From an optimization exercise on the open Yosys and OpenROAD flow, aimed at small area; shortcuts taken in it are not production practice.
Only simulation tests tie the RTL to the original design; equivalence was not proved.
No activity file was given, so power comes from the tool's default toggle rates.

## 08-21
==> module packet_snooper, before the edit <==
module packet_snooper # (
   parameter TDATA_WIDTH = 512,
   parameter TKEEP_WIDTH = TDATA_WIDTH/8
) (
   input wire clk,
   input wire aresetn,
   input wire [TDATA_WIDTH-1:0] in_stream_TDATA,
   input wire [TKEEP_WIDTH-1:0] in_stream_TKEEP,
   input wire in_stream_TREADY,
   input wire in_stream_TVALID,
   input wire in_stream_TLAST,
   output logic [63:0] flit_count_TDATA,
   output logic [7:0] flit_count_TKEEP,
   input  logic flit_count_TREADY,
   output logic flit_count_TVALID,
   output logic flit_count_TLAST,
   output logic [63:0] packet_count_TDATA,
   output logic [7:0] packet_count_TKEEP,
   input  logic packet_count_TREADY,
   output logic packet_count_TVALID,
   output logic packet_count_TLAST,
   output logic [63:0] cycle_count_TDATA,
   output logic [7:0] cycle_count_TKEEP,
   input  logic cycle_count_TREADY,
   output logic cycle_count_TVALID,
   output logic cycle_count_TLAST,
   input measure,
   output logic [63:0] packet_size,
   output logic packet_size_valid,
   output logic measure_sync_out
);
   logic active, first, sum_zero;
   logic [6:0] bytes_in_flit;
   logic [63:0] flit_counter, packet_counter, cycle_counter;
   wire st_meas = active & measure_sync_out;
   wire st_done = active & ~measure_sync_out;
   wire hs      = st_meas & in_stream_TVALID & in_stream_TREADY;
   assign flit_count_TKEEP   = 8'hFF;
   assign flit_count_TLAST   = 1'b1;
   assign packet_count_TKEEP = 8'hFF;
   assign packet_count_TLAST = 1'b1;
   assign cycle_count_TKEEP  = 8'hFF;
   assign cycle_count_TLAST  = 1'b1;
   always_ff @ (posedge clk) begin
      measure_sync_out <= measure;
      active <= aresetn & (active ? measure_sync_out : measure);
      first  <= ~active;
   end
   mux_64 # (.TDATA_WIDTH (TDATA_WIDTH),.TKEEP_WIDTH (TKEEP_WIDTH)) inst1
        (.clk(clk),
         .aresetn(aresetn),
         .input_keep(in_stream_TKEEP),
         .bytes_in_flit(bytes_in_flit)
         );
   wire [63:0] cyc_n, flt_n, pkt_n, psz_n;
   wire        pkt_inc = hs & in_stream_TLAST;
   inc_n #(.W(64), .B(16)) u_cyc (.q(cycle_counter),  .clr(first), .inc(1'b1),    .n(cyc_n));
   inc_n #(.W(64), .B(8)) u_flt (.q(flit_counter),   .clr(first), .inc(hs),      .n(flt_n));
   inc_n #(.W(64), .B(8)) u_pkt (.q(packet_counter), .clr(first), .inc(pkt_inc), .n(pkt_n));
   wire       psz_clr = hs & sum_zero;
   wire [7:0] psz_lo  = {1'b0, packet_size[6:0] & {7{~sum_zero}}} + {1'b0, bytes_in_flit};
   inc_n #(.W(57), .B(8)) u_psz (.q(packet_size[63:7]), .clr(psz_clr), .inc(hs & psz_lo[7]), .n(psz_n[63:7]));
   assign psz_n[6:0] = hs ? psz_lo[6:0] : packet_size[6:0];
   always_ff @ (posedge clk) begin
      cycle_counter  <= cyc_n;
      flit_counter   <= flt_n;
      packet_counter <= pkt_n;
   end
   always_ff @ (posedge clk) begin
      packet_size <= psz_n;
      if (~active) begin
         sum_zero <= 1'b1;
         packet_size_valid <= 1'b0;
      end
      else if (hs) begin
         sum_zero <= in_stream_TLAST;
         packet_size_valid <= in_stream_TLAST;
      end
   end
   always_ff @ (posedge clk) begin
      if (st_done) begin
         cycle_count_TVALID  <= cycle_count_TREADY;
         packet_count_TVALID <= packet_count_TREADY;
         flit_count_TVALID   <= flit_count_TREADY;
         if (cycle_count_TREADY)  cycle_count_TDATA  <= cycle_counter;
         if (packet_count_TREADY) packet_count_TDATA <= packet_counter;
         if (flit_count_TREADY)   flit_count_TDATA   <= flit_counter;
      end
   end
endmodule
==> module inc_n, before the edit <==
module inc_n #(
   parameter W = 64,
   parameter B = 8
) (
   input  wire [W-1:0] q,
   input  wire         clr,
   input  wire         inc,
   output wire [W-1:0] n
);
   localparam NB = (W + B - 1) / B;
   wire [W:0]  c;
   wire [NB:0] pre;    
   assign pre[0] = 1'b1;
   genvar b, k;
   generate
      for (b = 0; b < NB; b = b + 1) begin : g_blk
         localparam LO = b * B;
         localparam HI = (LO + B < W) ? LO + B : W;
         if (b == 0) begin : g_p0
            assign pre[1] = ~clr & (&q[HI-1:LO]);
         end else begin : g_pn
            assign pre[b+1] = pre[b] & (&q[HI-1:LO]);
         end
         for (k = LO; k < HI; k = k + 1) begin : g_bit
            wire ci = (k == LO) ? (inc & pre[b]) : c[k];
            if (k == 0) begin : g_lsb
               assign n[0] = (q[0] & ~clr) ^ ci;
            end else begin : g_up
               assign n[k] = ~clr & (q[k] ^ ci);
            end
            assign c[k+1] = q[k] & ci;
         end
      end
   endgenerate
endmodule
clock: 5.0 ns
lec_check: 0
cap_margin: 20
core_margin: 2
core_utilization: 30
slew_margin: 20
standard.sh (not shown) runs the stock make flow with config.mk's settings and CLKGATE_MAP_FILE= SYNTH_SCRIPT=/design/flow/synth_recipe.tcl, a recipe that flattens the netlist after the stock synthesis.
==> flow/flow/run.sh <==
#!/bin/bash
set -euo pipefail
export BUFFER_PORTS_ARGS="-buffer_cell sky130_fd_sc_hd__buf_1"
export CTS_ARGS="-sink_clustering_enable -repair_clock_nets -dont_use_dummy_load -buf_list sky130_fd_sc_hd__clkbuf_4 -sink_clustering_size 10 -sink_clustering_max_diameter 50"
bash standard.sh > flow_standard.log 2>&1
Edits applied to the flow inputs when going from 08-21 to 04-06:
--- a/flow/design.v
+++ b/flow/design.v
@@ -325,17 +325,20 @@
          .input_keep(in_stream_TKEEP),
          .bytes_in_flit(bytes_in_flit)
          );
    wire [63:0] cyc_n, flt_n, pkt_n, psz_n;
    wire        pkt_inc = hs & in_stream_TLAST;
-   inc_n #(.W(64), .B(16)) u_cyc (.q(cycle_counter),  .clr(first), .inc(1'b1),    .n(cyc_n));
-   inc_n #(.W(64), .B(8)) u_flt (.q(flit_counter),   .clr(first), .inc(hs),      .n(flt_n));
-   inc_n #(.W(64), .B(8)) u_pkt (.q(packet_counter), .clr(first), .inc(pkt_inc), .n(pkt_n));
-   wire       psz_clr = hs & sum_zero;
-   wire [7:0] psz_lo  = {1'b0, packet_size[6:0] & {7{~sum_zero}}} + {1'b0, bytes_in_flit};
-   inc_n #(.W(57), .B(8)) u_psz (.q(packet_size[63:7]), .clr(psz_clr), .inc(hs & psz_lo[7]), .n(psz_n[63:7]));
-   assign psz_n[6:0] = hs ? psz_lo[6:0] : packet_size[6:0];
+   wire        psz_clr = hs & sum_zero;
+   wire [6:0]  add_b   = hs ? bytes_in_flit : 7'd0;
+   inc64 u_cyc (.q(cycle_counter),  .clr(first), .inc(1'b1),    .n(cyc_n));
+   inc64 u_flt (.q(flit_counter),   .clr(first), .inc(hs),      .n(flt_n));
+   inc64 u_pkt (.q(packet_counter), .clr(first), .inc(pkt_inc), .n(pkt_n));
+   wire [6:0] psz_lm = packet_size[6:0] & {7{~psz_clr}};
+   wire [7:0] psz_lo = {1'b0, psz_lm} + {1'b0, add_b};
+   wire [63:0] psz_hi;
+   inc64 u_psz (.q({7'd0, packet_size[63:7]}), .clr(psz_clr), .inc(psz_lo[7]), .n(psz_hi));
+   assign psz_n = {psz_hi[56:0], psz_lo[6:0]};
    always_ff @ (posedge clk) begin
       cycle_counter  <= cyc_n;
       flit_counter   <= flt_n;
       packet_counter <= pkt_n;
    end
@@ -359,40 +362,30 @@
          if (packet_count_TREADY) packet_count_TDATA <= packet_counter;
          if (flit_count_TREADY)   flit_count_TDATA   <= flit_counter;
       end
    end
 endmodule
-module inc_n #(
-   parameter W = 64,
-   parameter B = 8
-) (
-   input  wire [W-1:0] q,
-   input  wire         clr,
-   input  wire         inc,
-   output wire [W-1:0] n
+module inc64 (
+   input  wire [63:0] q,
+   input  wire        clr,
+   input  wire        inc,
+   output wire [63:0] n
 );
-   localparam NB = (W + B - 1) / B;
-   wire [W:0]  c;
-   wire [NB:0] pre;    
-   assign pre[0] = 1'b1;
+   wire [64:0] c;
+   wire [8:0]  bc;
+   assign bc[0] = inc;
    genvar b, k;
    generate
-      for (b = 0; b < NB; b = b + 1) begin : g_blk
-         localparam LO = b * B;
-         localparam HI = (LO + B < W) ? LO + B : W;
-         if (b == 0) begin : g_p0
-            assign pre[1] = ~clr & (&q[HI-1:LO]);
-         end else begin : g_pn
-            assign pre[b+1] = pre[b] & (&q[HI-1:LO]);
-         end
-         for (k = LO; k < HI; k = k + 1) begin : g_bit
-            wire ci = (k == LO) ? (inc & pre[b]) : c[k];
-            if (k == 0) begin : g_lsb
+      for (b = 0; b < 8; b = b + 1) begin : g_blk
+         assign bc[b+1] = bc[b] & ~clr & (&q[b*8 +: 8]);
+         for (k = 0; k < 8; k = k + 1) begin : g_bit
+            wire ci = (k == 0) ? bc[b] : c[b*8 + k];
+            if (b == 0 && k == 0) begin : g_lsb
                assign n[0] = (q[0] & ~clr) ^ ci;
             end else begin : g_up
-               assign n[k] = ~clr & (q[k] ^ ci);
+               assign n[b*8 + k] = ~clr & (q[b*8 + k] ^ ci);
             end
-            assign c[k+1] = q[k] & ci;
+            assign c[b*8 + k + 1] = q[b*8 + k] & ci;
          end
       end
    endgenerate
 endmodule
## What came out
08-21 finished end to end and its layout was clean on timing, DRC and antenna. 04-06 ended with every stage complete and zero timing, DRC or antenna violations. Against 08-21, 04-06 reports a final core area utilization that is higher. Cmp 04-06 vs 08-21: synthesized area per cell lower in 04-06. 04-06: register cell area after layout is about 0.6% lower than what 08-21 reported. As far as share of total power in the clock network is concerned, 04-06 and 08-21 perform about the same. Tightest hold margin on 04-06 is ahead of 08-21. Highest-delay cell along the critical path = or4_1: 04-06; highest-delay cell along the critical path = dfxtp_1: 08-21. Combinational share of power essentially unchanged between 08-21 and 04-06. Area added between synthesis and finish for 04-06: 0.19 points up relative to 08-21. Diff 08-21 -> 04-06: fraction of the cycle the final worst path needs decreased by 0.26 points relative to the old numbers, synthesized area rose about 1%, non-clock buffer count about even.

## afterwards: timing with drivers on the ports
How much do the figures lean on ideal ports? The routed layouts below were timed once more, with nothing changed but the port constraints. Step 1 assumes that a clkbuf_16 drives the clock port and a buf_2 every other input. Step 2 also shifts input and output timing later by t, the mid clock arrival at the registers, as if the neighbouring blocks saw the same clock. a / b / c = no drivers / after step 1 / after step 2; a / b = the first two.
run | shift t [ns] | setup WS [ns] | worst hold slack (ns) | worst slew at a driven data input, ns
08-21 | 0.797 | 0.674 / 0.674 / 0.065 | 0.285 / 0.257 / 0.361 | 0.07
04-06 | 0.783 | 0.687 / 0.687 / 0.057 | 0.306 / 0.281 / 0.346 | 0.07
After both steps every run listed still meets setup and hold. For 04-06, which loses most, drivers alone change the setup slack by 0.000 ns; drivers and shift together by -0.630 ns.
